Background: an optimization exercise with open tools, aiming at small area, a short achievable clock period and few clock cycles. Do not read the settings as production practice. Function was checked by simulation only, so behaviour that the tests miss may differ from the original. No activity file was given, so power comes from the tool's default toggle rates.

==> flow/design.v <==
module sd_input
  #(parameter width = 8)
  (
   input              clk,
   input              reset,
   input              c_srdy,
   output reg         c_drdy,
   input [width-1:0]  c_data,
   output reg         ip_srdy,
   input              ip_drdy,
   output reg [width-1:0] ip_data
   );
  reg 	  load;
  reg 	  drain;
  reg 	  occupied, nxt_occupied;
  reg [width-1:0] hold, nxt_hold;
  reg 		  nxt_c_drdy;
  always @*
    begin
      nxt_hold = hold;
      nxt_occupied = occupied;
      drain = occupied & ip_drdy;
      load = c_srdy & c_drdy & (!ip_drdy | drain);
      if (occupied)
	ip_data = hold;
      else
	ip_data = c_data;
      ip_srdy = (c_srdy & c_drdy) | occupied;
      if (load)
	begin
	  nxt_hold = c_data;
	  nxt_occupied =  1;
	end
      else if (drain)
	nxt_occupied = 0;
      nxt_c_drdy = (!occupied & !load) | (drain & !load);
    end
  always @(posedge clk or posedge reset)
    begin
      if (reset)
	begin
	  hold     <=  0;
	  occupied <=  0;
	  c_drdy   <=  0;
	end
      else
	begin
	  hold     <=  nxt_hold;
	  occupied <=  nxt_occupied;
	  c_drdy   <=  nxt_c_drdy;
	end  
    end  
endmodule
module sd_output
  #(parameter width = 8)
  (
   input              clk,
   input              reset,
   input              ic_srdy,
   output reg         ic_drdy,
   input [width-1:0]  ic_data,
   output reg         p_srdy,
   input              p_drdy,
   output reg [width-1:0] p_data
   );
  reg 	  load;    
  reg 	  nxt_p_srdy;
  always @*
    begin
      ic_drdy = p_drdy | !p_srdy;
      load  = ic_srdy & ic_drdy;
      nxt_p_srdy = load | (p_srdy & !p_drdy);
    end
  always @(posedge clk or posedge reset)
    begin
      if (reset)
	begin
	  p_srdy <=  0;
	end
      else
	begin
	  p_srdy <=  nxt_p_srdy;
	end  
    end  
  always @(posedge clk)
    if (load)
      p_data <=  ic_data;
endmodule  
module sb_aoi222 (input a0, b0, a1, b1, a2, b2, output y);
  assign y = ~((a0 & b0) | (a1 & b1) | (a2 & b2));
endmodule
module sb_aoi22 (input a0, b0, a1, b1, output y);
  assign y = ~((a0 & b0) | (a1 & b1));
endmodule
module sb_nand4 (input a, b, c, d, output y);
  assign y = ~(a & b & c & d);
endmodule
module sb_nand3 (input a, b, c, output y);
  assign y = ~(a & b & c);
endmodule
module sb_nor4 (input a, b, c, d, output y);
  assign y = ~(a | b | c | d);
endmodule
module sb_nor3 (input a, b, c, output y);
  assign y = ~(a | b | c);
endmodule
module sb_rdbit (input [127:0] sel, input [127:0] d, output y);
  wire [42:0] l1;    
  wire [10:0] l2;    
  wire [2:0]  l3;    
  genvar i;
  generate
    for (i = 0; i < 42; i = i + 1)
      begin : g1
        sb_aoi222 u (.a0(sel[3*i]), .b0(d[3*i]), .a1(sel[3*i+1]), .b1(d[3*i+1]),
                     .a2(sel[3*i+2]), .b2(d[3*i+2]), .y(l1[i]));
      end
    for (i = 0; i < 10; i = i + 1)
      begin : g2
        sb_nand4 u (.a(l1[4*i]), .b(l1[4*i+1]), .c(l1[4*i+2]), .d(l1[4*i+3]), .y(l2[i]));
      end
  endgenerate
  sb_aoi22 u1l (.a0(sel[126]), .b0(d[126]), .a1(sel[127]), .b1(d[127]), .y(l1[42]));
  sb_nand3 u2l (.a(l1[40]), .b(l1[41]), .c(l1[42]), .y(l2[10]));
  sb_nor4  u3a (.a(l2[0]), .b(l2[1]), .c(l2[2]), .d(l2[3]), .y(l3[0]));
  sb_nor4  u3b (.a(l2[4]), .b(l2[5]), .c(l2[6]), .d(l2[7]), .y(l3[1]));
  sb_nor3  u3c (.a(l2[8]), .b(l2[9]), .c(l2[10]), .y(l3[2]));
  sb_nand3 u4  (.a(l3[0]), .b(l3[1]), .c(l3[2]), .y(y));
endmodule
module sd_scoreboard_fsm
  #(parameter width=8,
    parameter items=64,
    parameter use_txid=0,
    parameter use_mask=0,
    parameter txid_sz=2,
    parameter asz=6)   
  (input      clk,
   input      reset,
   input      ip_srdy,
   output reg     ip_drdy,
   input      ip_req_type,  
   input [txid_sz-1:0] ip_txid,
   input [width-1:0] ip_mask,
   input [width-1:0] ip_data,
   input [asz-1:0]   ip_itemid,
   output reg     ic_srdy,
   input      ic_drdy,
   output reg [txid_sz-1:0] ic_txid,
   output reg [width-1:0]   ic_data,
   input [width-1:0]    d_out,
   output reg               wr_en,
   output reg               rd_en,
   output reg [width-1:0]   d_in,
   output reg [asz-1:0]     addr
   );
  localparam s_idle = 0, s_read = 1, s_rdmod = 2;
  reg [2:0]                 state, nxt_state;
  reg [txid_sz-1:0]         txid, nxt_txid;
  always @*
    begin
      ip_drdy = 0;
      ic_srdy = 0;
      ic_data = 0;
      wr_en = 0;
      rd_en = 0;
      d_in = 0;
      addr = ip_itemid;
      nxt_state = state;
      nxt_txid  = txid;
      if (use_txid)
        ic_txid = txid;
      else
        ic_txid = 0;
      nxt_state[s_read] = 0;
      if (state[s_idle])
        begin
	  if (state[s_read] & !ic_drdy)
	    begin
	    end
          else if (ip_srdy & (ip_req_type==1))
            begin
              if ((use_mask==0) | (ip_mask=={width{1'b1}}))
                begin
                  ip_drdy = 1;
                  wr_en   = 1;
                  d_in    = ip_data;
                end
              else
                begin
                  rd_en = 1;
                  nxt_state[s_rdmod] = 1;
                  nxt_state[s_idle]  = 0;
                end
            end
          else if (ip_srdy & (ip_req_type==0))
            begin
              rd_en = 1;
              nxt_state[s_read] = 1;
              nxt_txid  = ip_txid;
              ip_drdy   = 1;
            end
        end  
      if (state[s_read])
        begin
          ic_srdy = 1;
          ic_data = d_out;
          if (!ic_drdy)
            begin
              nxt_state[s_read] = 1;
            end
        end  
      if (state[s_rdmod])
        begin
          ip_drdy = 1;
          d_in = (d_out & ~ip_mask) | (ip_data & ip_mask);
          wr_en   = 1;
          nxt_state[s_rdmod] = 0;
          nxt_state[s_idle]  = 1;
        end
    end  
  always @(posedge clk or posedge reset)
    begin
      if (reset)
        begin
          state <=  1;
        end
      else
        begin
          state <=  nxt_state;
        end
    end  
  generate
    if (use_txid != 0)
      begin : gen_txid_hold
        always @(posedge clk or posedge reset)
          begin
            if (reset)
              begin
                txid  <=  0;
              end
            else
              begin
                txid  <=  nxt_txid;
              end
          end  
      end  
  endgenerate
endmodule  
module sd_scoreboard
  #(parameter width=32,
    parameter items=128,
    parameter use_txid=1,
    parameter use_mask=1,
    parameter txid_sz=4,
    parameter asz=7)   
  (input      clk,
   input      reset,
   input      c_srdy,
   output reg c_drdy,
   input      c_req_type,  
   input [txid_sz-1:0] c_txid,
   input [width-1:0] c_mask,
   input [width-1:0] c_data,
   input [asz-1:0]   c_itemid,
   output reg p_srdy,
   input      p_drdy,
   output reg [txid_sz-1:0] p_txid,
   output reg [width-1:0]   p_data
   );
  localparam qdepth = 3;           
  localparam qsz    = 2;           
  localparam csz    = 3;           
  wire                c_acc = c_srdy & c_drdy;
  localparam nlo = 8;
  localparam nhi = items / nlo;
  reg                 s2_rd;       
  reg [txid_sz-1:0]   s2_txid;
  reg [width-1:0]     s2_val;
  reg [nlo-1:0]       s2_wlo;      
  reg [nhi-1:0]       s2_whi;      
  wire [nlo-1:0]      c_lo = {{nlo-1{1'b0}}, 1'b1} << c_itemid[2:0];
  wire [nhi-1:0]      c_hi = {{nhi-1{1'b0}}, 1'b1} << c_itemid[asz-1:3];
  wire [items*width-1:0] flat;
  wire [items-1:0]    rsel;
  genvar w, b;
  generate
    for (w = 0; w < items; w = w + 1)
      begin : rec
        reg [width-1:0] word;
        always @(posedge clk)
          if (s2_whi[w/nlo] & s2_wlo[w%nlo])
            word <= s2_val;
        assign flat[w*width +: width] = word;
        assign rsel[w] = c_hi[w/nlo] & c_lo[w%nlo];
      end
  endgenerate
  wire [width-1:0]    rd;
  generate
    for (b = 0; b < width; b = b + 1)
      begin : col
        wire [items-1:0] bits;
        for (w = 0; w < items; w = w + 1)
          begin : pick
            assign bits[w] = flat[w*width+b];
          end
        sb_rdbit rdb (.sel(rsel), .d(bits), .y(rd[b]));
      end
  endgenerate
  wire                fwd = (|(s2_whi & c_hi)) & (|(s2_wlo & c_lo));
  wire [width-1:0]    old = fwd ? s2_val : rd;
  wire [width-1:0]    mm  = (~c_req_type) ? {width{1'b0}} :
                            (use_mask)    ? c_mask : {width{1'b1}};
  wire [width-1:0]    nv  = (old & ~mm) | (c_data & mm);
  always @(posedge clk or posedge reset)
    if (reset)
      begin
        s2_rd  <= 0;
        s2_whi <= 0;
      end
    else
      begin
        s2_rd  <= c_acc & ~c_req_type;
        s2_whi <= c_hi & {nhi{c_acc & c_req_type}};
      end
  always @(posedge clk)
    begin
      s2_txid <= (use_txid) ? c_txid : {txid_sz{1'b0}};
      s2_val  <= nv;
      s2_wlo  <= c_lo;
    end
  reg [txid_sz-1:0]   q_txid [0:qdepth-1];
  reg [width-1:0]     q_data [0:qdepth-1];
  reg [qsz-1:0]       q_rp, q_wp;
  reg [qsz:0]         q_cnt;
  reg [csz-1:0]       owed;        
  wire                push  = s2_rd;
  wire                ofree = ~p_srdy | p_drdy;
  wire                qempty = (q_cnt == 0);
  wire                pop   = ofree & ~qempty;
  wire                byp   = ofree & qempty & push;
  wire                enq   = push & ~byp;
  wire                xfer  = p_srdy & p_drdy;
  wire [csz-1:0]      owed_nxt = owed + {{csz-1{1'b0}}, c_acc & ~c_req_type}
                                 - {{csz-1{1'b0}}, xfer};
  always @(posedge clk or posedge reset)
    if (reset)
      begin
        p_srdy <= 0;
        q_rp   <= 0;
        q_wp   <= 0;
        q_cnt  <= 0;
        owed   <= 0;
        c_drdy <= 0;
      end
    else
      begin
        if (ofree)
          p_srdy <= ~qempty | push;
        if (pop)
          q_rp <= (q_rp == qdepth-1) ? {qsz{1'b0}} : q_rp + 1'b1;
        if (enq)
          q_wp <= (q_wp == qdepth-1) ? {qsz{1'b0}} : q_wp + 1'b1;
        q_cnt  <= q_cnt + {{qsz{1'b0}}, enq} - {{qsz{1'b0}}, pop};
        owed   <= owed_nxt;
        c_drdy <= (owed_nxt <= qdepth);
      end
  always @(posedge clk)
    begin
      if (pop)
        begin
          p_txid <= q_txid[q_rp];
          p_data <= q_data[q_rp];
        end
      else if (byp)
        begin
          p_txid <= s2_txid;
          p_data <= s2_val;
        end
      if (enq)
        begin
          q_txid[q_wp] <= s2_txid;
          q_data[q_wp] <= s2_val;
        end
    end
endmodule  
==> flow/run.sh <==
#!/bin/bash
# synth_recipe.tcl (not shown) runs the flow's synth.tcl, then flattens the netlist and writes it again
# the make line also repeats each setting of config.mk as NAME=value (left out here)
make -C /OpenROAD-flow-scripts/flow DESIGN_CONFIG=/design/flow/config.mk WORK_HOME=/design/flow/orfs CLKGATE_MAP_FILE= SYNTH_SCRIPT=/design/flow/synth_recipe.tcl finish
==> flow/config.mk <==
export PLATFORM = sky130hd
export DESIGN_NAME = sd_scoreboard
export DESIGN_NICKNAME = sd_scoreboard
export VERILOG_FILES = /design/flow/design.v
export SDC_FILE = /design/flow/constraint.sdc
export NUM_CORES = 4
export LEC_CHECK = 0
export ABC_CLOCK_PERIOD_IN_PS = 3500
export CAP_MARGIN = 20
export CORE_MARGIN = 2
export CORE_UTILIZATION = 55
export CTS_BUF_LIST = sky130_fd_sc_hd__clkbuf_16
export CTS_CLUSTER_DIAMETER = 80
export CTS_CLUSTER_SIZE = 24
export SETUP_SLACK_MARGIN = 3.0
export SLEW_MARGIN = 20
export SYNTH_HIERARCHICAL = 1
export SYNTH_MINIMUM_KEEP_SIZE = 0
==> flow/constraint.sdc <==
create_clock -name core_clock -period 6.5 [get_ports {clk}]
set_input_delay 1.3000 -clock core_clock [delete_from_list [all_inputs] [get_ports {clk}]]
set_output_delay 1.3000 -clock core_clock [all_outputs]
set_load 0.01 [all_outputs]
==> impl_results.md, run 1 <==
- Outcome: no timing/DRC/antenna violations
- Hold_ws: 0.4805 ns
- First-pass GRT wire length: 651000 µm
- Ranking of synthesized cells by area: edfxtp_1 85%, a222oi_1 8.9%, nand4_1 1.3%
- H-Tree Depth: 4
- Layout Area Growth over Synthesis: 13.25%
- Area leader, netlist: edfxtp_1
- Initial antenna violation count: 23
- Die extent in x: 529.0 µm
- CP cell instances: buf_12 > buf_8 > nor2b_4 > buf_6 > nand2_8 > nor2_4 > buf_12 > buf_6 > buf_12 > a222oi_1 > nand4_1 > nor4_4 > nand3_2 > a41oi_2 > o31ai_1
- EDFF count, synth: 4272
- Sequential area share after synthesis: 85.25%
- Int Pwr: 39.73 mW
- Largest net degree at the start of global routing: 109
- Top-Level Pins: 118
- Root Driver: clkbuf_16
- Core ar.: between 200000 and 300000 µm²
- Gate power share: 9.4%
- Power Total: 52.30 mW
- Max Root-Sink Buffers: 4
- CTS Buf Count: 206
- Peak VDD IR: approximately 0.27 mV
- FFs w/ async S/R, synth: 0.6724%
- Grt peak-use layer: met2
- TritonCTS clock tree: done
- Post-synthesis net count: 7090
- Synth cell types: 50
- Final core occ: 62.69%
- Layout cells sized above 1: 18.31%
- Reg clk slew, reported paths: 0.09 ns
- CP max FO: 7
- Final Cycle Share: 64.62%
- Switching Fraction: about a quarter
- Setup Skew: 0.05967 ns
- Via density: approximately 7.4
- CP startpoint kind: primary input
- CP endpoint kind: flip-flop
- Grt met2 use: 51.38%
- Post-DRT Antenna Nets: 0
- Die area: approximately 280000 µm²
- Finished Layout Cells: 11621
- Net load switching power: 12.57 mW
- Final hold vios: 0
- Top-count cell post-synth: edfxtp_1
- Starting density of the core: 55.36%
- Final HPWL DP: between 200000 and 300000 µm
- Total Neg Setup Slack: 0 ns
- Hold_buf cts: 0
- Reg power frac: 63.0%
- Final instance area: 171700 µm²
- Starting DRT DRC Count: 18800
- Register bit total from synthesis: 4313
- Final net count: approximately 8000
- Critical path class: primary input to flip-flop
- Lkg Pwr: 52.98 nW
- Clock network power share: between 20% and 30%
- Setup Viol. Count Final: 0
- Met1 usage: 47.57%
- Grt total ovfl: 0
- Mapped Avg Cell Area: 21.65 µm²
- GRT Util Overall: 33.59%
- Routed length per instance: 41.51 µm
- Slew HR: approximately 18%
- Post-DP Area: 161200 µm²
- # rows: 192
- Worst EP arrival: about 4.8 ns
- Mapped cell area: 151600 µm²
- Max cap viols: 0
- Clk Latency, worst-skew pair: 0.96 ns
- Fmax: 238.1 MHz
- Slack of the critical path: 2.300 ns
- Dpl cells: 11022
- Pre-CTS setup slack: -0.1591 ns
- Worst path required time: 7.13 ns
- Clock sinks: approximately 4300
- Routability cong.: 0.8916
- Pre-antenna DRT Iters: 10
- GR Util met3: 5.535%
- RSZ-0062 raised after global routing: yes
- Syn Inst Count: 7004
- Top FF cell, synth: edfxtp_1
- Worst-Margin Slew: 1.228 ns
- Critical path's slowest cell: nor4_4
- Die Y: 529.0 µm
- DRC: 0
- Yosys warnings: 7
- Critical Path Most Common Cell: buf_12
- Min Tclk post-route: 4.200 ns
- Via count: about 86000
- Worst hold path class: flip-flop to flip-flop
- I/O Buffers: 117
- Synth cell count leaders: 4272 x edfxtp_1, 1344 x a222oi_1, 323 x nand4_1, 186 x nor2_1, 129 x and2_1
- Power per cell area: 304.6 nW/µm²
- Vias in the first global route: ~80000
- Max Transition Viols Final: 0
- Share of the synthesized area in the top cell type: 84.62%
- DRT Wirelength: 482300 µm
- Largest stage delay, worst path: 0.81 ns
[layout by cell type (no fill, tap or decap), types with 37 or more instances in the layout]
cell / n
nor4_4: 63
buf_6: 69
nor2_2: 46
and2_2: 122
clkdlybuf4s50_1: 109
a222oi_1: 1344
o21ai_0: 37
nand3_1: 38
buf_12: 73
nand2_1: 103
nor2_1: 54
inv_1: 53
clkbuf_16: 218
nor2_4: 121
edfxtp_1: 4272
nand4_1: 323
buf_4: 486
[layout make-up]
class / instances / area [µm²]
repair buffers: 779 / 7771
flip-flops and latches: 4313 / 129300
well taps: 3589 / 4491
diodes: 20 / 50.05
clock buffers: 211 / 5280
fillers: 18866 / 102200
multi-input cells: 2627 / 24300
inverters: 20 / 75.07
clock inverters: 62 / 479.2
[power groups by stage]
stage          clock, mW  combinational [mW]  sequential [mW]
2_1_floorplan          0               0.930             34.7
3_3_place_gp           0                4.38             33.6
3_5_place_dp           0                4.57             33.6
4_1_cts             14.5                4.71             33.0
5_1_grt             15.3                5.08             33.0
6_report            14.4                4.92             33.0
[metal layers]
metal / vias up / wire length (µm)
li1: 34153 / -
met1: 44983 / 174900
met2: 6067 / 223100
met3: 736 / 58120
met4: 0 / 26190
met5: - / 0
[per-module statistics from Yosys, one instance, submodules excluded, a selection]
module | copies in the design | flip-flops and latches | cells inside
sb_aoi22 | 32 | 0 | 1
sb_aoi222 | 1344 | 0 | 1
sb_nand3 | 64 | 0 | 1
sb_nand4 | 320 | 0 | 1
sb_nor3 | 32 | 0 | 1
sb_nor4 | 64 | 0 | 1
sd_scoreboard | 1 | 4313 | 5148
[kinds of logic (layout without fill, tap and decap cells)]
kind of cell / Yosys count / after routing / synth area share, %
adder cells (fa/ha/maj): 6 / 6 / 0.05942
AO/OA/AOI/OAI: 1555 / 1555 / 10.19
buffers and inverters: 99 / 1072 / 0.3087
flip-flops: 4313 / 4313 / 85.25
other: 0 / 20 / 0
XOR/XNOR: 4 / 4 / 0.02311
multiplexers: 44 / 44 / 0.3070
AND/OR/NAND/NOR: 983 / 1018 / 3.853
[critical path, delay by kind of cell]
kind                   cells  cell delay (ns)
and+or+nand+nor            6             1.81
buffers and inverters      6             0.73
AOI/OAI and AO/OA          3             0.96
[registers in the layout, summed over array words and instances (netlist names), named ones only]
name,count
c_drdy,1
owed,3
p_data,32
p_srdy,1
p_txid,4
q_cnt,3
q_data,96
q_rp,2
q_txid,12
q_wp,2
rec.word,4096
s2_rd,1
s2_txid,4
s2_whi,16
s2_wlo,8
[what timing repair did]
| item | 4_1_cts | 5_1_grt |
|---|---|---|
| setup endpoints to repair | 50 | 32 |
| buffers inserted | 161 | 88 |
| gates cloned | 26 | 21 |
| resized for setup | 261 | 113 |
| pin swaps | 170 | 194 |
[worst paths after layout]
kind / startpoint / endpoint / slack, ns / cells after the start
max reg2reg: rec[30].word[17] / flip-flop / 3.02 / 6
max in group asynchronous: reset / q_rp[0] / 5.14 / 2
min reg2reg: s2_txid[1] / q_txid[1][1] / 0.48 / 0
min in group asynchronous: reset / p_srdy / 0.82 / 2
max: c_itemid[3] / flip-flop / 2.30 / 15
min: s2_txid[1] / q_txid[1][1] / 0.48 / 0
Testbench counts, summed over its fixed seeds: cycles 12,044.
==> inputs of run 2 (changes only) <==
--- a/flow/design.v
+++ b/flow/design.v
@@ -106,9 +106,8 @@
 endmodule
-module sb_rdbit (input [127:0] sel, input [127:0] d, output y);
-  wire [42:0] l1;    
-  wire [10:0] l2;    
-  wire [2:0]  l3;    
+module sb_rd32 (input [31:0] sel, input [31:0] d, output yn);
+  wire [10:0] l1;    
+  wire [2:0]  l2;    
   genvar i;
   generate
-    for (i = 0; i < 42; i = i + 1)
+    for (i = 0; i < 10; i = i + 1)
       begin : g1
@@ -117,13 +116,8 @@
       end
-    for (i = 0; i < 10; i = i + 1)
-      begin : g2
-        sb_nand4 u (.a(l1[4*i]), .b(l1[4*i+1]), .c(l1[4*i+2]), .d(l1[4*i+3]), .y(l2[i]));
-      end
   endgenerate
-  sb_aoi22 u1l (.a0(sel[126]), .b0(d[126]), .a1(sel[127]), .b1(d[127]), .y(l1[42]));
-  sb_nand3 u2l (.a(l1[40]), .b(l1[41]), .c(l1[42]), .y(l2[10]));
-  sb_nor4  u3a (.a(l2[0]), .b(l2[1]), .c(l2[2]), .d(l2[3]), .y(l3[0]));
-  sb_nor4  u3b (.a(l2[4]), .b(l2[5]), .c(l2[6]), .d(l2[7]), .y(l3[1]));
-  sb_nor3  u3c (.a(l2[8]), .b(l2[9]), .c(l2[10]), .y(l3[2]));
-  sb_nand3 u4  (.a(l3[0]), .b(l3[1]), .c(l3[2]), .y(y));
+  sb_aoi22 u1l (.a0(sel[30]), .b0(d[30]), .a1(sel[31]), .b1(d[31]), .y(l1[10]));
+  sb_nand4 u2a (.a(l1[0]), .b(l1[1]), .c(l1[2]), .d(l1[3]), .y(l2[0]));
+  sb_nand4 u2b (.a(l1[4]), .b(l1[5]), .c(l1[6]), .d(l1[7]), .y(l2[1]));
+  sb_nand3 u2c (.a(l1[8]), .b(l1[9]), .c(l1[10]), .y(l2[2]));
+  sb_nor3  u3  (.a(l2[0]), .b(l2[1]), .c(l2[2]), .y(yn));
 endmodule
@@ -269,18 +263,58 @@
    );
-  localparam qdepth = 3;           
+  localparam qdepth = 4;           
   localparam qsz    = 2;           
   localparam csz    = 3;           
-  wire                c_acc = c_srdy & c_drdy;
   localparam nlo = 8;
   localparam nhi = items / nlo;
-  reg                 s2_rd;       
-  reg [txid_sz-1:0]   s2_txid;
-  reg [width-1:0]     s2_val;
-  reg [nlo-1:0]       s2_wlo;      
-  reg [nhi-1:0]       s2_whi;      
+  localparam gsz = 32;             
+  localparam ngr = items / gsz;
+  wire                c_acc = c_srdy & c_drdy;
   wire [nlo-1:0]      c_lo = {{nlo-1{1'b0}}, 1'b1} << c_itemid[2:0];
   wire [nhi-1:0]      c_hi = {{nhi-1{1'b0}}, 1'b1} << c_itemid[asz-1:3];
+  reg                 s0_rd;       
+  reg                 s0_wv;       
+  reg [nhi-1:0]       s0_hi;       
+  reg [nlo-1:0]       s0_lo;       
+  reg [txid_sz-1:0]   s0_txid;
+  reg [width-1:0]     s0_mm;       
+  reg [width-1:0]     s0_nd;       
+  reg                 s1_rd;
+  reg [nhi-1:0]       s1_whi;      
+  reg [nlo-1:0]       s1_lo;
+  reg [txid_sz-1:0]   s1_txid;
+  reg [width-1:0]     s1_km;       
+  reg [width-1:0]     s1_kf;       
+  reg [width-1:0]     s1_nd;       
+  reg                 s1_f2;       
+  reg [width-1:0]     s1_grp [0:ngr-1];   
+  reg                 s2_rd;
+  reg [nhi-1:0]       s2_whi;
+  reg [nlo-1:0]       s2_lo;
+  reg [txid_sz-1:0]   s2_txid;
+  reg [width-1:0]     s2_val;
+  reg [width-1:0]     s3_val;      
+  wire [width-1:0]    c_mm = (~c_req_type) ? {width{1'b0}} :
+                             (use_mask)    ? c_mask : {width{1'b1}};
+  always @(posedge clk or posedge reset)
+    if (reset)
+      begin
+        s0_rd <= 0;
+        s0_wv <= 0;
+      end
+    else
+      begin
+        s0_rd <= c_acc & ~c_req_type;
+        s0_wv <= c_acc & c_req_type;
+      end
+  always @(posedge clk)
+    begin
+      s0_hi   <= c_hi;
+      s0_lo   <= c_lo;
+      s0_txid <= (use_txid) ? c_txid : {txid_sz{1'b0}};
+      s0_mm   <= c_mm;
+      s0_nd   <= c_data & c_mm;
+    end
   wire [items*width-1:0] flat;
   wire [items-1:0]    rsel;
-  genvar w, b;
+  genvar w, b, g;
   generate
@@ -290,25 +324,57 @@
         always @(posedge clk)
-          if (s2_whi[w/nlo] & s2_wlo[w%nlo])
+          if (s2_whi[w/nlo] & s2_lo[w%nlo])
             word <= s2_val;
         assign flat[w*width +: width] = word;
-        assign rsel[w] = c_hi[w/nlo] & c_lo[w%nlo];
+        assign rsel[w] = s0_hi[w/nlo] & s0_lo[w%nlo];
       end
-  endgenerate
-  wire [width-1:0]    rd;
-  generate
-    for (b = 0; b < width; b = b + 1)
-      begin : col
-        wire [items-1:0] bits;
-        for (w = 0; w < items; w = w + 1)
-          begin : pick
-            assign bits[w] = flat[w*width+b];
+    for (g = 0; g < ngr; g = g + 1)
+      begin : grp
+        wire [width-1:0] yn;
+        for (b = 0; b < width; b = b + 1)
+          begin : col
+            wire [gsz-1:0] bits;
+            for (w = 0; w < gsz; w = w + 1)
+              begin : pick
+                assign bits[w] = flat[(g*gsz+w)*width+b];
+              end
+            sb_rd32 rdg (.sel(rsel[g*gsz +: gsz]), .d(bits), .yn(yn[b]));
           end
-        sb_rdbit rdb (.sel(rsel), .d(bits), .y(rd[b]));
+        always @(posedge clk)
+          s1_grp[g] <= yn;
       end
   endgenerate
-  wire                fwd = (|(s2_whi & c_hi)) & (|(s2_wlo & c_lo));
-  wire [width-1:0]    old = fwd ? s2_val : rd;
-  wire [width-1:0]    mm  = (~c_req_type) ? {width{1'b0}} :
-                            (use_mask)    ? c_mask : {width{1'b1}};
-  wire [width-1:0]    nv  = (old & ~mm) | (c_data & mm);
+  wire                hit1 = (|(s1_whi & s0_hi)) & (|(s1_lo & s0_lo));
+  wire                hit2 = (|(s2_whi & s0_hi)) & (|(s2_lo & s0_lo));
+  always @(posedge clk or posedge reset)
+    if (reset)
+      begin
+        s1_rd  <= 0;
+        s1_whi <= 0;
+      end
+    else
+      begin
+        s1_rd  <= s0_rd;
+        s1_whi <= s0_hi & {nhi{s0_wv}};
+      end
+  always @(posedge clk)
+    begin
+      s1_lo   <= s0_lo;
+      s1_txid <= s0_txid;
+      s1_km   <= ~s0_mm & {width{~(hit1 | hit2)}};
+      s1_kf   <= ~s0_mm & {width{hit1 | hit2}};
+      s1_nd   <= s0_nd;
+      s1_f2   <= hit1;
+    end
+  wire [width-1:0]    rd;
+  integer             k;
+  reg [width-1:0]     all_n;
+  always @*
+    begin
+      all_n = {width{1'b1}};
+      for (k = 0; k < ngr; k = k + 1)
+        all_n = all_n & s1_grp[k];
+    end
+  assign rd = ~all_n;
+  wire [width-1:0]    fv = s1_f2 ? s2_val : s3_val;
+  wire [width-1:0]    nv = (rd & s1_km) | (fv & s1_kf) | s1_nd;
   always @(posedge clk or posedge reset)
@@ -321,4 +387,4 @@
       begin
-        s2_rd  <= c_acc & ~c_req_type;
-        s2_whi <= c_hi & {nhi{c_acc & c_req_type}};
+        s2_rd  <= s1_rd;
+        s2_whi <= s1_whi;
       end
@@ -326,5 +392,6 @@
     begin
-      s2_txid <= (use_txid) ? c_txid : {txid_sz{1'b0}};
+      s2_lo   <= s1_lo;
+      s2_txid <= s1_txid;
       s2_val  <= nv;
-      s2_wlo  <= c_lo;
+      s3_val  <= s2_val;
     end
==> flow/flow/run.sh (new file) <==
#!/bin/bash
# Standard layout, with one change: the port buffers that ORFS inserts
# are buf_4 cells instead of its default choice (a delay cell).
# Each tool's full output stays in the ORFS logs under orfs/logs; make's
# output goes to standard.log.
set -euo pipefail
cat >> config.mk <<'EOF'
export BUFFER_PORTS_ARGS = -buffer_cell sky130_fd_sc_hd__buf_4
EOF
bash standard.sh > standard.log 2>&1
==> flow/standard.sh (new file) <==
#!/bin/bash
# synth_recipe.tcl (not shown) runs the flow's synth.tcl, then flattens the netlist and writes it again
# the make line also repeats each setting of config.mk as NAME=value (left out here)
make -C /OpenROAD-flow-scripts/flow DESIGN_CONFIG=/design/flow/config.mk WORK_HOME=/design/flow/orfs CLKGATE_MAP_FILE= SYNTH_SCRIPT=/design/flow/synth_recipe.tcl "${@:-finish}"
--- a/flow/config.mk
+++ b/flow/config.mk
@@ -18 +18,2 @@
 export SYNTH_MINIMUM_KEEP_SIZE = 0
+export BUFFER_PORTS_ARGS = -buffer_cell sky130_fd_sc_hd__buf_4
removed: flow/run.sh
==> impl_results.md, run 2 <==
- CP endpoint kind: flip-flop
- Peak VDD IR: 0.2596 mV (-5.5%)
- Int Pwr: 42.13 mW (+6.0%)
- GRT Util Overall: 30.25% (-3.3 points)
- Worst path required time: 7.29 ns (+0.16 ns)
- Top reg by flops: rec.word
- Worst EP arrival: 3.79 ns (-1.04 ns)
- Sequential area share after synthesis: 85.40% (+0.14 points)
- Grt total ovfl: 0 (unchanged)
- Slew HR: 17.18% (-0.95 points)
- Share of the synthesized area in the top cell type: 79.63% (-5.0 points)
- Initial antenna violation count: 56 (+140%)
- Synth Area in Adders: 0.09466% (+0.035 points)
- Wire length on met2: 215000 µm (-3.7%)
- Die area: 297500 µm² (+6.3%)
- Synth cell types: 44 (-12%)
- FFs w/ async S/R, synth: 1.015% (+0.34 points)
- Root Driver: clkbuf_16
- Gate power share: 5.1% (-4.3 points)
- Top-Level Pins: 118 (unchanged)
- Net load switching power: 12.40 mW (-1.4%)
- Top-count cell post-synth: edfxtp_1
- Xor and xnor area share after synthesis: 0.02173% (-0.0014 points)
- Crit path buf inv count: 2 (-4)
- Final instance area: 175000 µm² (+2.0%)
- TritonCTS clock tree: done
- Finished Layout Cells: 11956 (+2.9%)
- Setup Viol. Count Final: 0 (unchanged)
- Dpl cells: 11538 (+4.7%)
- Critical path's slowest cell: dfxtp_1
- Via density: 7.063 (-4.5%)
- DRC: 0 (unchanged)
- Multiplexer share of the synthesized area: 0.9963% (+0.69 points)
- Power Total: 54.52 mW (+4.3%)
- Setup Skew: 0.04505 ns (-0.01462 ns)
- Most common cell after layout, fill and taps aside: edfxtp_1
- Clock network power share: 28.5% (+0.9 points)
- Max Root-Sink Buffers: 4 (unchanged)
- Critical path class: flip-flop to flip-flop
- EDFF count, synth: 4276 (+0.094%)
- Worst-Margin Slew: 1.242 ns (+0.01420 ns)
- First-pass GRT wire length: 632800 µm (-2.8%)
- Mapped cell area: 161300 µm² (+6.4%)
- Largest net degree at the start of global routing: 92 (-16%)
- Final HPWL DP: 251100 µm (-8.3%)
- Fmax: 333.1 MHz (+40%)
- Post-DP Area: 168500 µm² (+4.5%)
- Highest metal used: met5
- Top FF cell, synth: edfxtp_1
- Starting DRT DRC Count: 17295 (-8.0%)
- CTS Buf Count: 220 (+6.8%)
- Area leader, netlist: edfxtp_1
- Reg2reg start: s2_lo[2]
- DRT Wirelength: 460000 µm (-4.6%)
- Post-CTS Setup Bufs: 0 (-100%)
- Outcome: no timing/DRC/antenna violations
- Post-DRT Antenna Nets: 0 (unchanged)
- Wl on met1: 175600 µm (+0.40%)
- CP cell instances: buf_4 > a22oi_1 > and4_1 > o22ai_4 > buf_4 > nor2_1
- Post-CTS sizing: 0 (-100%)
- Starting density of the core: 55.35% (about the same)
- Critical Path Most Common Cell: buf_4
- I/O Buffers: 117 (unchanged)
- Commonest cells after routing, fill and taps aside: 4276 x edfxtp_1, 1280 x a222oi_1, 368 x dfxtp_1, 307 x buf_4, 288 x nand4_1
- Lkg Pwr: 54.71 nW (+3.3%)
- Die Y: 545.5 µm (+3.1%)
- Synth Area in Simple Gates: 3.952% (+0.098 points)
- Via count: 84442 (-1.7%)
- CP startpoint kind: flip-flop
- Final hold vios: 0 (unchanged)
- Clock sinks: 4729 (+9.6%)
- # rows: 198 (+3.1%)
- Hold_sp: s0_nd[30]
- Largest family of logic cells by synthesized area: compound AO/OA/AOI/OAI gates
- Max cap viols: 0 (unchanged)
- Power per cell area: 311.5 nW/µm² (+2.3%)
- Pre-antenna DRT Iters: 8 (-2)
- H-Tree Depth: 4 (unchanged)
- Register bit total from synthesis: 4729 (+9.6%)
- RSZ-0062 raised after global routing: no
- Largest stage delay, worst path: 0.99 ns (+0.18 ns)
- Mapped Avg Cell Area: 21.82 µm² (+0.80%)
- Worst hold path class: flip-flop to flip-flop
- Post-synthesis net count: 7482 (+5.5%)
- Compound-Gate Fraction of Synth Area: 9.314% (-0.88 points)
- Die extent in x: 545.5 µm (+3.1%)
- Yosys warnings: 8 (+1)
- CP max FO: 32 (+25)
- Core ar.: 291300 µm² (+6.4%)
- Largest register FFs: 4096 (unchanged)
- Reg power frac: 66.4% (+3.4 points)
- Top delay family on crit path: buffers and inverters
- Reg clk slew, reported paths: 0.09 ns (about the same)
- Final Cycle Share: 46.19% (-18 points)
- Ranking of synthesized cells by area: edfxtp_1 80%, a222oi_1 7.9%, dfxtp_1 5.0%
- Syn Inst Count: 7391 (+5.5%)
- Switching Fraction: 22.74% (-1.3 points)
- Hold_buf cts: 0 (unchanged)
- Synth cell count leaders: 4276 x edfxtp_1, 1280 x a222oi_1, 405 x dfxtp_1, 309 x and2_1, 288 x nand4_1
- Routed length per instance: 38.48 µm (-7.3%)
- Final net count: 7957 (-0.95%)
- Vias in the first global route: 79552 (-0.19%)
- Clk Latency, worst-skew pair: 0.96 ns (about the same)
- Max Transition Viols Final: 0 (unchanged)
- Largest regs: rec.word x4096, q_data x128, s1_grp x128
- Layout cells sized above 1: 13.79% (-4.5 points)
- Total Neg Setup Slack: 0 ns (unchanged)
- Routability cong.: 0.8383 (-6.0%)
- Setup crit start: s2_lo[2]
- Min Tclk post-route: 3.002 ns (-1.198 ns)
- WL met3: 52790 µm (-9.2%)
- Layout Area Growth over Synthesis: 8.551%
run 2: power groups by stage:
stage	combinational [mW]	sequential [mW]	clock [mW]
floorplan	0.991	36.6	0
global placement	2.68	36.8	0
detailed placement	2.75	36.9	0
CTS	2.76	36.2	15.6
global route	2.91	36.3	16.7
finish	2.77	36.2	15.5
run 2: final timing paths:
path | to | slack, ns | cells after the start
setup reg to reg | s1_km[25] | 3.50 | 6
hold / removal | s1_nd[30] | 0.33 | 0
min in group asynchronous | p_srdy | 0.53 | 3
hold reg to reg | s1_nd[30] | 0.33 | 0
setup / recovery | s1_km[25] | 3.50 | 6
max in group asynchronous | s2_whi[14] | 5.42 | 3
run 2: area by class of cell:
type	count	area [µm²]
Multi-Input combinational cell	2589	23380
Sequential cell	4729	137800
Antenna cell	26	65.06
Inverter	11	41.29
Fill cell	20853	116300
Timing Repair Buffer	315	2462
Clock inverter	159	696.9
Clock buffer	227	5680
Tap cell	3900	4880
run 2: kinds of logic (layout without fill, tap and decap cells):
group	count (synthesis)	in the layout
AO/OA/AOI/OAI	1470	1470
adder cells (fa/ha/maj)	11	11
multiplexers	106	106
other	0	26
AND/OR/NAND/NOR	998	998
flip-flops	4729	4729
buffers and inverters	73	712
XOR/XNOR	4	4
run 2: per-module statistics from Yosys (local to each module, per instance), excerpt:
module	copies in the design	area, µm²
sb_nor3	128	10.01
sb_aoi22	128	12.51
sb_aoi222	1280	10.01
sb_nand3	128	5.005
sd_scoreboard	1	143300
sb_nand4	256	6.256
run 2: per-layer routing:
| layer | vias up | GRT usage, % |
|---|---|---|
| met4 | 34 | 10.06 |
| met3 | 642 | 6.437 |
| li1 | 34307 | - |
| met1 | 44334 | 42.68 |
| met2 | 5125 | 47.43 |
| met5 | - | 0 |
run 2: stage by stage:
| step | hold WS [ns] | utilization (%) | setup WS [ns] |
|---|---|---|---|
| 2_1_floorplan | 0.3096 | - | 3.002 |
| 3_3_place_gp | 0.3099 | 57.82 | 2.839 |
| 3_5_place_dp | 0.3121 | 57.82 | 2.893 |
| 4_1_cts | 0.3323 | 60.01 | 3.532 |
| 5_1_grt | 0.3405 | 60.07 | 3.464 |
| 6_report | 0.3267 | 60.08 | 3.498 |
Testbench counts of run 2, summed over its fixed seeds: cycles 12,090.
==> inputs of run 3 (changes only) <==
--- a/flow/design.v
+++ b/flow/design.v
@@ -123,2 +123,8 @@
 endmodule
+module sb_upd (input s, we, wn, dd, output y);
+  assign y = ~((s | we) & (wn | dd));
+endmodule
+module sb_outsel (input q, input qd, input sd, input pop, input byp, output y);
+  assign y = pop ? qd : (byp ? sd : q);
+endmodule
 module sd_scoreboard_fsm
@@ -288,2 +294,3 @@
   reg                 s1_f2;       
+  reg                 s1_ph;       
   reg [width-1:0]     s1_grp [0:ngr-1];   
@@ -318,2 +325,9 @@
   wire [items-1:0]    rsel;
+  reg                 phase;
+  always @(posedge clk or posedge reset)
+    if (reset)
+      phase <= 1'b0;
+    else
+      phase <= ~phase;
+  wire [width-1:0]    wdd = s2_val ^ {width{phase}};
   genvar w, b, g;
@@ -322,6 +336,11 @@
       begin : rec
-        reg [width-1:0] word;
+        reg  [width-1:0] word;
+        wire [width-1:0] nxt;
+        wire             we = s2_whi[w/nlo] & s2_lo[w%nlo];
+        for (b = 0; b < width; b = b + 1)
+          begin : bt
+            sb_upd u (.s(word[b]), .we(we), .wn(~we), .dd(wdd[b]), .y(nxt[b]));
+          end
         always @(posedge clk)
-          if (s2_whi[w/nlo] & s2_lo[w%nlo])
-            word <= s2_val;
+          word <= nxt;
         assign flat[w*width +: width] = word;
@@ -366,2 +385,3 @@
       s1_f2   <= hit1;
+      s1_ph   <= phase;
     end
@@ -376,3 +396,3 @@
     end
-  assign rd = ~all_n;
+  assign rd = ~all_n ^ {width{s1_ph}};
   wire [width-1:0]    fv = s1_f2 ? s2_val : s3_val;
@@ -411,2 +431,19 @@
                                  - {{csz-1{1'b0}}, xfer};
+  wire [txid_sz-1:0]  q_txid_hd = q_txid[q_rp];
+  wire [width-1:0]    q_data_hd = q_data[q_rp];
+  wire [txid_sz-1:0]  p_txid_nxt;
+  wire [width-1:0]    p_data_nxt;
+  genvar o;
+  generate
+    for (o = 0; o < txid_sz; o = o + 1)
+      begin : otx
+        sb_outsel u (.q(p_txid[o]), .qd(q_txid_hd[o]), .sd(s2_txid[o]),
+                     .pop(pop), .byp(byp), .y(p_txid_nxt[o]));
+      end
+    for (o = 0; o < width; o = o + 1)
+      begin : odt
+        sb_outsel u (.q(p_data[o]), .qd(q_data_hd[o]), .sd(s2_val[o]),
+                     .pop(pop), .byp(byp), .y(p_data_nxt[o]));
+      end
+  endgenerate
   always @(posedge clk or posedge reset)
@@ -435,12 +472,4 @@
     begin
-      if (pop)
-        begin
-          p_txid <= q_txid[q_rp];
-          p_data <= q_data[q_rp];
-        end
-      else if (byp)
-        begin
-          p_txid <= s2_txid;
-          p_data <= s2_val;
-        end
+      p_txid <= p_txid_nxt;
+      p_data <= p_data_nxt;
       if (enq)
--- a/flow/config.mk
+++ b/flow/config.mk
@@ -7,3 +7,3 @@
 export LEC_CHECK = 0
-export ABC_CLOCK_PERIOD_IN_PS = 3500
+export ABC_CLOCK_PERIOD_IN_PS = 3000
 export CAP_MARGIN = 20
@@ -14,3 +14,3 @@
 export CTS_CLUSTER_SIZE = 24
-export SETUP_SLACK_MARGIN = 3.0
+export SETUP_SLACK_MARGIN = 3.8
 export SLEW_MARGIN = 20
==> impl_results.md, run 3 <==
- GRT Util Overall: 41.39% (+11 points)
- Grt total ovfl: 0 (unchanged)
- Die Y: 520.6 µm (-4.6%)
- Top-count cell post-synth: dfxtp_1
- Sequential area share after synthesis: 65.69% (-20 points)
- Starting density of the core: 55.31% (about the same)
- Synth cell count leaders: 4538 x dfxtp_1, 4096 x o22ai_1, 1280 x a222oi_1, 288 x nand4_1, 178 x and2_1
- Final net count: 12690 (+59%)
- Core ar.: 265300 µm² (-8.9%)
- Mapped cell area: 146800 µm² (-9.0%)
- Die extent in x: 520.6 µm (-4.6%)
- Gate power share: 13.2% (+8.1 points)
- Area leader, netlist: dfxtp_1
- Outcome: no timing/DRC/antenna violations
- Routed length per instance: 36.91 µm (-4.1%)
- Root Driver: clkbuf_16
- Clock network power share: 27.8% (-0.7 points)
- Hold_ws: 0.3336 ns (+0.006878 ns)
- Share of the synthesized area in the top cell type: 61.90% (-18 points)
- Min Tclk post-route: 3.013 ns (+0.01054 ns)
- Layout cells sized above 1: 11.94% (-1.8 points)
- Reg2reg setup slack: 3.49 ns (about the same)
- Clock sinks: 4731 (+0.042%)
- DRT Wirelength: 597900 µm (+30%)
- Critical path class: flip-flop to flip-flop
- Final HPWL DP: 351500 µm (+40%)
- Int Pwr: 40.42 mW (-4.1%)
- Post-DRT Antenna Nets: 0 (unchanged)
- Final hold vios: 0 (unchanged)
- Reg2reg start: s0_lo[6]
- # rows: 189 (-4.5%)
- Via density: 7.861 (+11%)
- Largest regs: rec.word x4096, q_data x128, s1_grp x128
- Synth cell types: 45 (+2.3%)
- Register bit total from synthesis: 4731 (+0.042%)
- Top-Level Pins: 118 (unchanged)
- Reg power frac: 58.9% (-7.5 points)
- Lkg Pwr: 63.24 nW (+16%)
- Switching Fraction: 27.70% (+5.0 points)
- Setup Viol. Count Final: 0 (unchanged)
- WHS Path Cells: 0 (unchanged)
- Layout Area Growth over Synthesis: 12.58%
- Routability cong.: 0.9133 (+8.9%)
- Commonest cells after routing, fill and taps aside: 4476 x dfxtp_1, 4096 x o22ai_1, 1280 x a222oi_1, 481 x buf_4, 288 x nand4_1
- Top reg by flops: rec.word
- Max cap viols: 0 (unchanged)
- Reg clk slew, reported paths: 0.09 ns (about the same)
- EDFF count, synth: 144 (-97%)
- Syn Inst Count: 11782 (+59%)
- Worst-Margin Slew: 1.300 ns (+0.05793 ns)
- Worst path required time: 7.31 ns (+0.02 ns)
- Setup Skew: 0.04163 ns (-0.003422 ns)
- Mapped Avg Cell Area: 12.46 µm² (-43%)
- Starting DRT DRC Count: 24658 (+43%)
- Post-synthesis net count: 11873 (+59%)
- Yosys warnings: 8 (unchanged)
- Hold_buf cts: 0 (unchanged)
- CP startpoint kind: flip-flop
- Via count: 127349 (+51%)
- Final instance area: 165200 µm² (-5.6%)
- RSZ-0062 raised after global routing: yes
- Pre-CTS setup slack: 2.926 ns (+0.03306 ns)
- Max Transition Viols Final: 0 (unchanged)
- CTS Buf Count: 220 (unchanged)
- I/O Buffers: 117 (unchanged)
- FFs w/ async S/R, synth: 1.036% (+0.021 points)
- Hold_sp: s0_nd[28]
- Fmax: 331.9 MHz (-0.35%)
- Clk Latency, worst-skew pair: 0.98 ns (+0.02 ns)
- Pre-antenna DRT Iters: 11 (+3)
- Vias in the first global route: 116335 (+46%)
- CP max FO: 5 (-84%)
- H-Tree Depth: 4 (unchanged)
- Net load switching power: 15.48 mW (+25%)
- Die area: 271000 µm² (-8.9%)
- Most common cell after layout, fill and taps aside: dfxtp_1
- CP endpoint kind: flip-flop
- Worst hold path class: flip-flop to flip-flop
- Ranking of synthesized cells by area: dfxtp_1 62%, o22ai_1 17%, a222oi_1 8.7%
- Initial antenna violation count: 37 (-34%)
- Largest register FFs: 4096 (unchanged)
- Final Cycle Share: 46.35% (+0.16 points)
- Top FF cell, synth: dfxtp_1
- Power per cell area: 338.3 nW/µm² (+8.6%)
- Reg-to-reg endpoint: s1_grp[2][17]
- Peak VDD IR: 0.2915 mV (+12%)
- Largest net degree at the start of global routing: 129 (+40%)
- Slew HR: 13.32% (-3.9 points)
- DRC: 0 (unchanged)
- Max Root-Sink Buffers: 4 (unchanged)
- Total Neg Setup Slack: 0 ns (unchanged)
- Slack of the critical path: 3.487 ns (-0.01054 ns)
- Worst EP arrival: 3.82 ns (+0.03 ns)
- First-pass GRT wire length: 836700 µm (+32%)
- Post-DP Area: 155800 µm² (-7.5%)
- Reg2Reg Depth: 8 (+2)
- Worst Hold End: s1_nd[28]
- TritonCTS clock tree: done
-- run 3: changes by cell type after synthesis, moves of 36 or more --
cell      delta
mux2i_1     +36
inv_1      +130
o21ai_1     +36
dfxtp_1   +4133
and2_1     -131
edfxtp_1  -4132
o22ai_1   +4096
xor2_1      +64
nand2_1    +163
-- run 3: what timing repair did --
item | 4_1_cts | 5_1_grt
cloned | 11 | 21
resized for setup | 275 | 139
pin swaps | 94 | 107
setup endpoints to repair | 3003 | 483
buffers inserted | 61 | 56
-- run 3: per-module statistics from Yosys (local to each module, per instance), excerpt --
module         times used  area [µm²]
sb_outsel              36       18.77
sb_nand3              128       5.005
sd_scoreboard           1      102500
sb_upd               4096       6.256
sb_nor3               128       10.01
sb_aoi222            1280       10.01
sb_nand4              256       6.256
sb_aoi22              128       12.51
-- run 3: worst max-delay path by stage --
stage,from,to,cells after the start
2_1_floorplan,p_drdy,q_cnt[2],9
3_3_place_gp,phase,rec[74].word[22],5
3_5_place_dp,phase,rec[68].word[22],5
4_1_cts,s0_lo[3],s1_grp[3][6],6
5_1_grt,s0_lo[6],s1_grp[2][27],6
6_report,s0_lo[6],s1_grp[2][17],8
-- run 3: metrics by stage --
stage	instances	power [mW]	utilization [%]
global route	16189	57.27	62.26
finish	16200	55.90	62.27
global placement	15737	40.02	58.63
detailed placement	15749	40.36	58.71
floorplan	11782	36.96	-
CTS	16094	55.51	61.68
-- run 3: power groups by stage --
stage	clock [mW]	combinational [mW]	sequential [mW]
3_3_place_gp	0	6.67	33.4
4_1_cts	15.6	7.07	32.9
5_1_grt	16.6	7.56	33.2
6_report	15.6	7.40	32.9
3_5_place_dp	0	6.88	33.5
2_1_floorplan	0	3.93	33.0
-- run 3: layout make-up --
class	count	area [µm²]
timing repair inverter	1	5.005
clock buffer	230	5756
multi-input combinational	6825	50540
clock inverter	43	225.2
fill	21022	100100
antenna	17	42.54
sequential	4731	96550
tap	3533	4420
inverter	141	626.9
timing repair buffer	679	7059
-- run 3: worst max-delay path, stage by stage, from the launching register on --
cell and delay [ns]:
dfxtp_2 0.35, buf_12 0.14, and2_4 0.18, buf_12 0.14, buf_4 0.13, buf_6 0.12, a222oi_1 0.72, nand4_1 0.46
nor3_4 0.59
-- run 3: cell families (layout without fill, tap and decap cells) --
kind of cell | after synthesis | after routing | share of synthesized area, %
DFF | 4731 | 4731 | 65.69
AOI/OAI and AO/OA | 5601 | 5601 | 27.81
buffers and inverters | 231 | 1094 | 0.6769
xor gates and xnor gates | 68 | 70 | 0.4058
and+or+nand+nor | 1034 | 1037 | 4.262
other | 0 | 17 | 0
muxes | 106 | 106 | 1.059
adders and majority gates | 11 | 11 | 0.1040
-- run 3: per-layer routing --
layer	global-route usage [%]	vias up	wire, µm
li1	-	52452	-
met1	57.82	64179	230500
met2	58.28	9425	248400
met3	11.54	1269	82130
met4	21.67	24	36650
met5	0	-	219
Testbench counts of run 3, summed over its fixed seeds: cycles 12,090.
==> inputs of run 4 (changes only) <==
--- a/flow/design.v
+++ b/flow/design.v
@@ -290,5 +290,5 @@
   reg [txid_sz-1:0]   s1_txid;
-  reg [width-1:0]     s1_km;       
-  reg [width-1:0]     s1_kf;       
+  reg [width-1:0]     s1_keep;     
   reg [width-1:0]     s1_nd;       
+  reg                 s1_fw;       
   reg                 s1_f2;       
@@ -381,4 +381,4 @@
       s1_txid <= s0_txid;
-      s1_km   <= ~s0_mm & {width{~(hit1 | hit2)}};
-      s1_kf   <= ~s0_mm & {width{hit1 | hit2}};
+      s1_keep <= ~s0_mm;
+      s1_fw   <= hit1 | hit2;
       s1_nd   <= s0_nd;
@@ -398,3 +398,4 @@
   wire [width-1:0]    fv = s1_f2 ? s2_val : s3_val;
-  wire [width-1:0]    nv = (rd & s1_km) | (fv & s1_kf) | s1_nd;
+  wire [width-1:0]    old = s1_fw ? fv : rd;
+  wire [width-1:0]    nv = (old & s1_keep) | s1_nd;
   always @(posedge clk or posedge reset)
==> flow/flow/run.sh (replaced) <==
#!/bin/bash
# Standard layout, with two changes:
#  - the port buffers that ORFS inserts are buf_4 cells instead of its
#    default choice (a delay cell);
#  - the floorplan's timing repair runs with no setup margin; the later
#    repairs (after CTS and global routing) aim for 3.8 ns of setup slack.
# Each tool's full output stays in the ORFS logs under orfs/logs; make's
# output goes to standard_*.log.
set -euo pipefail
cat >> config.mk <<'EOF'
export BUFFER_PORTS_ARGS = -buffer_cell sky130_fd_sc_hd__buf_4
EOF
bash standard.sh floorplan > standard_floorplan.log 2>&1
cat >> config.mk <<'EOF'
export SETUP_SLACK_MARGIN = 3.8
EOF
bash standard.sh > standard_finish.log 2>&1
--- a/flow/config.mk
+++ b/flow/config.mk
@@ -10,3 +10,3 @@
 export CORE_MARGIN = 2
-export CORE_UTILIZATION = 55
+export CORE_UTILIZATION = 65
 export CTS_BUF_LIST = sky130_fd_sc_hd__clkbuf_16
@@ -14,3 +14,2 @@
 export CTS_CLUSTER_SIZE = 24
-export SETUP_SLACK_MARGIN = 3.8
 export SLEW_MARGIN = 20
@@ -19 +18,2 @@
 export BUFFER_PORTS_ARGS = -buffer_cell sky130_fd_sc_hd__buf_4
+export SETUP_SLACK_MARGIN = 3.8
==> impl_results.md, run 4 <==
- CP endpoint kind: flip-flop
- Via density: 8.216 (+4.5%)
- Final HPWL DP: 331400 µm (-5.7%)
- Post-synthesis net count: 11873 (unchanged)
- Setup Skew: 0.04352 ns (+0.001884 ns)
- EDFF count, synth: 144 (unchanged)
- # rows: 174 (-7.9%)
- Pre-antenna DRT Iters: 13 (+2)
- Lkg Pwr: 61.09 nW (-3.4%)
- Min Tclk post-route: 3.004 ns (-0.008710 ns)
- Sequential area share after synthesis: 65.49% (-0.19 points)
- Layout cells sized above 1: 10.67% (-1.3 points)
- Synth cell types: 45 (unchanged)
- Mapped Avg Cell Area: 12.41 µm² (-0.35%)
- Reg clk slew, reported paths: 0.10 ns (about the same)
- Slack of the critical path: 3.496 ns (+0.008710 ns)
- Power Total: 54.99 mW (-1.6%)
- DRC: 0 (unchanged)
- Top delay family on crit path: simple AND/OR/NAND/NOR gates
- Post-DRT Antenna Nets: 0 (unchanged)
- Vias in the first global route: 116646 (+0.27%)
- Routability cong.: 0.9330 (+2.2%)
- Fmax: 332.9 MHz (+0.29%)
- Ranking of synthesized cells by area: dfxtp_1 62%, o22ai_1 18%, a222oi_1 8.8%
- Register bit total from synthesis: 4700 (-0.66%)
- Peak VDD IR: 0.2885 mV (-1.0%)
- Die area: 228800 µm² (-16%)
- Starting DRT DRC Count: 26289 (+6.6%)
- H-Tree Depth: 4 (unchanged)
- Starting density of the core: 65.22% (+9.9 points)
- CP cell instances: buf_12 > buf_12 > and2_4 > buf_12 > a222oi_1 > nand4_1 > nor3_2
- Max Root-Sink Buffers: 3 (-1)
- Critical Path Most Common Cell: buf_12
- Crit path buf inv count: 3 (-1)
- Core ar.: 224200 µm² (-15%)
- Share of the synthesized area in the top cell type: 61.70% (-0.21 points)
- Mapped cell area: 146200 µm² (-0.35%)
- Reg2reg setup slack: 3.50 ns (about the same)
- Reg2reg start: s0_lo[6]
- CTS Buf Count: 214 (-2.7%)
- Commonest cells after routing, fill and taps aside: 4449 x dfxtp_1, 4096 x o22ai_1, 1280 x a222oi_1, 440 x buf_4, 290 x nand4_1
- FFs w/ async S/R, synth: 1.043% (+0.0068 points)
- CP Capture Point: s1_grp[0][21]
- Clk Latency, worst-skew pair: 0.92 ns (-0.06 ns)
- Top-Level Pins: 118 (unchanged)
- Max Transition Viols Final: 0 (unchanged)
- Total Neg Setup Slack: 0 ns (unchanged)
- CP max FO: 8 (+3)
- I/O Buffers: 117 (unchanged)
- Final net count: 12587 (-0.81%)
- Setup Viol. Count Final: 0 (unchanged)
- Fill cells: 15605 (-26%)
- Reg-to-reg endpoint: s1_grp[0][21]
- First-pass GRT wire length: 800200 µm (-4.4%)
- Die Y: 478.3 µm (-8.1%)
- Outcome: no timing/DRC/antenna violations
- Via count: 127753 (+0.32%)
- Setup crit start: s0_lo[6]
- Most common cell after layout, fill and taps aside: dfxtp_1
- Critical path class: flip-flop to flip-flop
- Layout Area Growth over Synthesis: 10.90%
- Grt total ovfl: 0 (unchanged)
- Worst EP arrival: 3.78 ns (-0.04 ns)
- Final core occ: 72.33% (+10 points)
- Initial antenna violation count: 49 (+32%)
- Synth cell count leaders: 4507 x dfxtp_1, 4096 x o22ai_1, 1280 x a222oi_1, 290 x nand4_1, 200 x nand2_1
- DRT Wirelength: 563600 µm (-5.7%)
- Die extent in x: 478.3 µm (-8.1%)
- GRT Util Overall: 46.41% (+5.0 points)
- Yosys warnings: 8 (unchanged)
- TritonCTS clock tree: done
- Final Cycle Share: 46.22% (-0.13 points)
- Root Driver: clkbuf_16
- Largest net degree at the start of global routing: 129 (unchanged)
- Final instance area: 162200 µm² (-1.8%)
- Top reg by flops: rec.word
- Reg2Reg Depth: 7 (-1)
- Area leader, netlist: dfxtp_1
- Top-count cell post-synth: dfxtp_1
- Worst path required time: 7.28 ns (-0.03 ns)
- Worst hold path class: flip-flop to flip-flop
- RSZ-0062 raised after global routing: yes
- Power per cell area: 339.1 nW/µm² (+0.22%)
- CP startpoint kind: flip-flop
- Routed length per instance: 36.25 µm (-1.8%)
- Slew HR: 16.79% (+3.5 points)
- Largest register FFs: 4096 (unchanged)
- Pre-CTS setup slack: 2.741 ns (-0.1844 ns)
- Cell depth of the worst setup path: 7 (-1)
- Top FF cell, synth: dfxtp_1
- Clock sinks: 4700 (-0.66%)
- Largest stage delay, worst path: 0.88 ns (+0.16 ns)
- Largest regs: rec.word x4096, q_data x128, s1_grp x128
- Critical path's slowest cell: a222oi_1
- Post-DP Area: 154100 µm² (-1.1%)
- Worst-Margin Slew: 1.248 ns (-0.05200 ns)
- Final hold vios: 0 (unchanged)
- Max cap viols: 0 (unchanged)
- Hold_buf cts: 0 (unchanged)
- Syn Inst Count: 11782 (unchanged)
run 4: cell types whose count changed after synthesis, sizes merged, moves of 2 or more:
cell / change
a221o: -32
and4: -2
buf: +11
clkbuf: -10
dfxtp: -31
inv: +32
mux2: -30
mux2i: +32
nand2: +31
nand2b: +32
nand4: +2
nor2: -63
o211ai: +32
o21ai: -2
run 4: kinds of logic (layout without fill, tap and decap cells):
| family | after synthesis | after routing | share of synthesized area [%] |
|---|---|---|---|
| AOI/OAI and AO/OA | 5598 | 5598 | 27.84 |
| xor gates and xnor gates | 68 | 69 | 0.4072 |
| adders and majority gates | 11 | 11 | 0.1044 |
| buffers and inverters | 264 | 1014 | 0.8136 |
| DFF | 4700 | 4700 | 65.49 |
| muxes | 108 | 108 | 1.056 |
| other | 0 | 24 | 0 |
| and+or+nand+nor | 1033 | 1033 | 4.284 |
run 4: repair_timing:
| item | 4_1_cts | 5_1_grt |
|---|---|---|
| gates cloned | 1 | 14 |
| resized for setup | 172 | 157 |
| setup endpoints to repair | 2944 | 947 |
| pin swaps | 34 | 59 |
| endpoints found under the hold margin | 0 | 0 |
| buffers inserted | 27 | 44 |
run 4: power by group:
group,leakage (nW),switching (mW),total (mW),internal (mW)
sequential,39.8,1.58,32.8,31.3
combinational,18.4,4.70,7.22,2.53
clock,2.88,8.85,14.9,6.07
total,61.1,15.1,55.0,39.9
run 4: layout make-up:
type	instances	area [µm²]	area share (%)
repair buffers	588	5823	3.590
clock buffers	221	5530	3.410
diodes	24	60.06	0.03703
flip-flops and latches	4700	95920	59.14
multi-input cells	6819	50160	30.92
well taps	2992	3744	2.308
inverters	173	807.0	0.4976
clock inverters	32	147.6	0.09103
run 4: worst register-to-register path, stage by stage (launching register included):
cell and delay [ns]:
dfxtp_4 0.37, buf_12 0.16, buf_12 0.16, and2_4 0.18, buf_12 0.13, a222oi_1 0.88, nand4_1 0.61, nor3_2 0.39
run 4: Yosys stat by module (local to each module, per instance), a selection:
module,cells,times used
sb_aoi22,1,128
sb_aoi222,1,1280
sb_nand3,1,128
sb_nand4,1,256
sb_nor3,1,128
sb_outsel,3,36
sb_upd,1,4096
sd_scoreboard,5658,1
run 4: metal layers:
layer  global-route usage [%]  wire length [µm]  vias to the layer above
li1                         -                 -                    52179
met2                    64.04            232300                    10632
met5                   0.2521               434                        -
met1                    62.02            201000                    63121
met4                    29.60             41940                       54
met3                    16.00             87930                     1767
run 4: worst min path at each step:
| stage | start | endpoint | slack (ns) | cells past startpoint |
|---|---|---|---|---|
| floorplan | s0_nd[0] | s1_nd[0] | 0.31 | 0 |
| global placement | s0_nd[18] | s1_nd[18] | 0.31 | 0 |
| detailed placement | s0_nd[13] | s1_nd[13] | 0.31 | 0 |
| CTS | s0_nd[13] | s1_nd[13] | 0.33 | 0 |
| global route | s0_nd[17] | s1_nd[17] | 0.34 | 0 |
| finish | s1_txid[0] | s2_txid[0] | 0.32 | 0 |
run 4: per-stage QoR:
stage / hold slack (ns) / instances
after detailed placement: 0.3135 / 15169
after floorplan: 0.3096 / 11782
after global placement: 0.3145 / 15160
final: 0.3214 / 15549
after global routing: 0.3385 / 15529
after CTS: 0.3340 / 15450
Testbench counts of run 4, summed over its fixed seeds: cycles 12,090.
==> inputs of run 5 (changes only) <==
--- a/flow/config.mk
+++ b/flow/config.mk
@@ -13,3 +13,3 @@
 export CTS_CLUSTER_DIAMETER = 80
-export CTS_CLUSTER_SIZE = 24
+export CTS_CLUSTER_SIZE = 30
 export SLEW_MARGIN = 20
==> impl_results.md, run 5 <==
- Reg clk slew, reported paths: 0.11 ns (about the same)
- Gate power share: 13.3% (+0.2 points)
- Top-count cell post-synth: dfxtp_1
- Die extent in x: 478.3 µm (unchanged)
- DRC: 0 (unchanged)
- CP startpoint kind: flip-flop
- TritonCTS clock tree: done
- Initial antenna violation count: 51 (+4.1%)
- Int Pwr: 38.95 mW (-2.3%)
- Ranking of synthesized cells by area: dfxtp_1 62%, o22ai_1 18%, a222oi_1 8.8%
- Worst-Margin Slew: 1.261 ns (+0.01271 ns)
- Hold_buf cts: 0 (unchanged)
- FFs w/ async S/R, synth: 1.043% (unchanged)
- EDFF count, synth: 144 (unchanged)
- Worst path required time: 7.28 ns (about the same)
- RSZ-0062 raised after global routing: yes
- Starting DRT DRC Count: 25762 (-2.0%)
- Setup Viol. Count Final: 0 (unchanged)
- Commonest cells after routing, fill and taps aside: 4453 x dfxtp_1, 4096 x o22ai_1, 1280 x a222oi_1, 431 x buf_4, 290 x nand4_1
- CTS Buf Count: 177 (-17%)
- Total Neg Setup Slack: 0 ns (unchanged)
- Top-Level Pins: 118 (unchanged)
- Post-DRT Antenna Nets: 0 (unchanged)
- Outcome: no timing/DRC/antenna violations
- Most common cell after layout, fill and taps aside: dfxtp_1
- Hold_ws: 0.3213 ns (-0.00005800 ns)
- Switching Fraction: 27.71% (+0.18 points)
- Critical path's slowest cell: a222oi_1
- Post-synthesis net count: 11873 (unchanged)
- Mapped cell area: 146200 µm² (unchanged)
- Clock sinks: 4700 (unchanged)
- H-Tree Depth: 4 (unchanged)
- Sequential area share after synthesis: 65.49% (unchanged)
- Routed length per instance: 36.20 µm (-0.13%)
- Via density: 8.199 (-0.21%)
- Largest register FFs: 4096 (unchanged)
- Largest stage delay, worst path: 1.02 ns (+0.14 ns)
- GRT Util Overall: 46.31% (-0.096 points)
- Register bit total from synthesis: 4700 (unchanged)
- Max Transition Viols Final: 0 (unchanged)
- CP endpoint kind: flip-flop
- Worst EP arrival: 3.80 ns (+0.02 ns)
- Synth cell count leaders: 4507 x dfxtp_1, 4096 x o22ai_1, 1280 x a222oi_1, 290 x nand4_1, 200 x nand2_1
- Pre-CTS setup slack: 2.741 ns (unchanged)
- Critical Path Most Common Cell: buf_12
- Max cap viols: 0 (unchanged)
- Top reg by flops: rec.word
- Largest regs: rec.word x4096, q_data x128, s1_grp x128
- Final net count: 12535 (-0.41%)
- Reg power frac: 60.9% (+1.2 points)
- Starting density of the core: 65.22% (unchanged)
- Synth cell types: 45 (unchanged)
- I/O Buffers: 117 (unchanged)
- Min Tclk post-route: 3.025 ns (+0.02127 ns)
- Slack of the critical path: 3.475 ns (-0.02127 ns)
- First-pass GRT wire length: 797600 µm (-0.33%)
- Fill cells: 15691 (+0.55%)
- Root Driver: clkbuf_16
- Grt total ovfl: 0 (unchanged)
- Final HPWL DP: 331400 µm (unchanged)
- Peak VDD IR: 0.3501 mV (+21%)
- Die Y: 478.3 µm (unchanged)
- Reg2reg setup slack: 3.47 ns (-0.02 ns)
- Top FF cell, synth: dfxtp_1
- Vias in the first global route: 115779 (-0.74%)
- Power per cell area: 334.1 nW/µm² (-1.5%)
- Clock network power share: 25.7% (-1.4 points)
- Area leader, netlist: dfxtp_1
- Net load switching power: 14.93 mW (-1.4%)
- Clk Latency, worst-skew pair: 0.91 ns (about the same)
- Final hold vios: 0 (unchanged)
- DRT Wirelength: 561300 µm (-0.41%)
- Final Cycle Share: 46.54% (+0.33 points)
- Layout cells sized above 1: 10.30% (-0.37 points)
- CP max FO: 16 (+8)
- Register area: 95920 µm² (about the same)
- Pre-antenna DRT Iters: 22 (+9)
- Critical path class: flip-flop to flip-flop
- Die area: 228800 µm² (unchanged)
- Layout Area Growth over Synthesis: 10.29%
- Routability cong.: 0.9330 (unchanged)
- Area of the multi-input gates: 50130 µm² (about the same)
- CP cell instances: buf_12 > and2_4 > buf_12 > a222oi_1 > nand4_1 > nor3_2
- Setup Skew: 0.04955 ns (+0.006031 ns)
- Max Root-Sink Buffers: 3 (unchanged)
- Syn Inst Count: 11782 (unchanged)
- Largest net degree at the start of global routing: 129 (unchanged)
- Core ar.: 224200 µm² (unchanged)
- Share of the synthesized area in the top cell type: 61.70% (unchanged)
- Via count: 127132 (-0.49%)
- Lkg Pwr: 60.63 nW (-0.74%)
- Worst hold path class: flip-flop to flip-flop
- Fmax: 330.5 MHz (-0.70%)
- Slew HR: 15.94% (-0.85 points)
- # rows: 174 (unchanged)
- Mapped Avg Cell Area: 12.41 µm² (unchanged)
- Power Total: 53.89 mW (-2.0%)
- Yosys warnings: 8 (unchanged)
[run 5: cell counts after synthesis]
Identical to the previous run, type by type.
[run 5: cell families (layout without fill, tap and decap cells)]
| group | count (synthesis) | after routing | share of synthesized area, % |
|---|---|---|---|
| adder cells (fa/ha/maj) | 11 | 11 | 0.1044 |
| multiplexers | 108 | 108 | 1.056 |
| AND/OR/NAND/NOR | 1033 | 1033 | 4.284 |
| flip-flops | 4700 | 4700 | 65.49 |
| other | 0 | 25 | 0 |
| AO/OA/AOI/OAI | 5598 | 5598 | 27.84 |
| buffers and inverters | 264 | 970 | 0.8136 |
| XOR/XNOR | 68 | 69 | 0.4072 |
[run 5: what timing repair did]
action / CTS / global route
gates cloned: 1 / 9
pin swaps: 39 / 52
resized for setup: 170 / 136
buffers inserted: 20 / 29
endpoints found under the setup margin: 2992 / 612
endpoints found under the hold margin: 0 / 0
[run 5: worst max-delay path: cells and delay by family, from the launching register on]
family | cells | cell delay (ns)
simple gates | 3 | 1.19
compound gates | 1 | 1.02
flops | 1 | 0.37
buf+inv | 2 | 0.33
[run 5: metal layers]
layer,global-route usage (%),wire length (µm),part of all wire [%]
met2,63.75,229800,41
met5,0.2731,437,0.078
met3,15.50,88300,16
met4,29.92,43800,7.8
met1,62.20,199000,35
[run 5: stage by stage]
stage	area (µm²)	instances	utilization (%)
finish	161300	15506	71.93
global route	161300	15488	71.91
CTS	159700	15414	71.24
detailed placement	154100	15169	68.72
global placement	153900	15160	68.64
floorplan	146200	11782	-
[run 5: final timing paths]
kind / start / to / cells past startpoint
max in group asynchronous: reset / phase / 3
worst max-delay path: s0_lo[7] / s1_grp[0][21] / 6
worst min-delay path: s1_txid[0] / s2_txid[0] / 0
min in group asynchronous: reset / s2_whi[12] / 3
worst max register to register: s0_lo[7] / s1_grp[0][21] / 6
worst min register to register: s1_txid[0] / s2_txid[0] / 0
[run 5: Yosys stat by module, one instance, submodules excluded, excerpt]
module	area [µm²]	times used	flops+latches
sb_aoi22	12.51	128	0
sb_aoi222	10.01	1280	0
sb_nand3	5.005	128	0
sb_nand4	6.256	256	0
sb_nor3	10.01	128	0
sb_outsel	18.77	36	0
sb_upd	6.256	4096	0
sd_scoreboard	102000	1	4700
[run 5: area by class of cell]
class,instances,share of cell area (%)
inverters,173,0.4933
flip-flops and latches,4700,59.47
multi-input cells,6819,31.08
diodes,25,0.03878
well taps,2992,2.321
clock buffers,184,2.855
repair buffers,573,3.571
clock inverters,40,0.1730
[run 5: power by group through the flow]
stage	logic (mW)	registers, mW	clock network, mW
2_1_floorplan	4.03	32.8	0
4_1_cts	6.80	32.8	13.8
6_report	7.19	32.8	13.9
3_3_place_gp	6.41	33.2	0
5_1_grt	7.28	33.0	14.8
3_5_place_dp	6.67	33.4	0

Check on run 5: ideal ports give 3.475 ns setup slack; a clkbuf_16 on the clock port and buf_2 on the inputs give 3.475 ns; moving port delays by the midpoint clock arrival (0.978 ns) as well gives 2.976 ns.
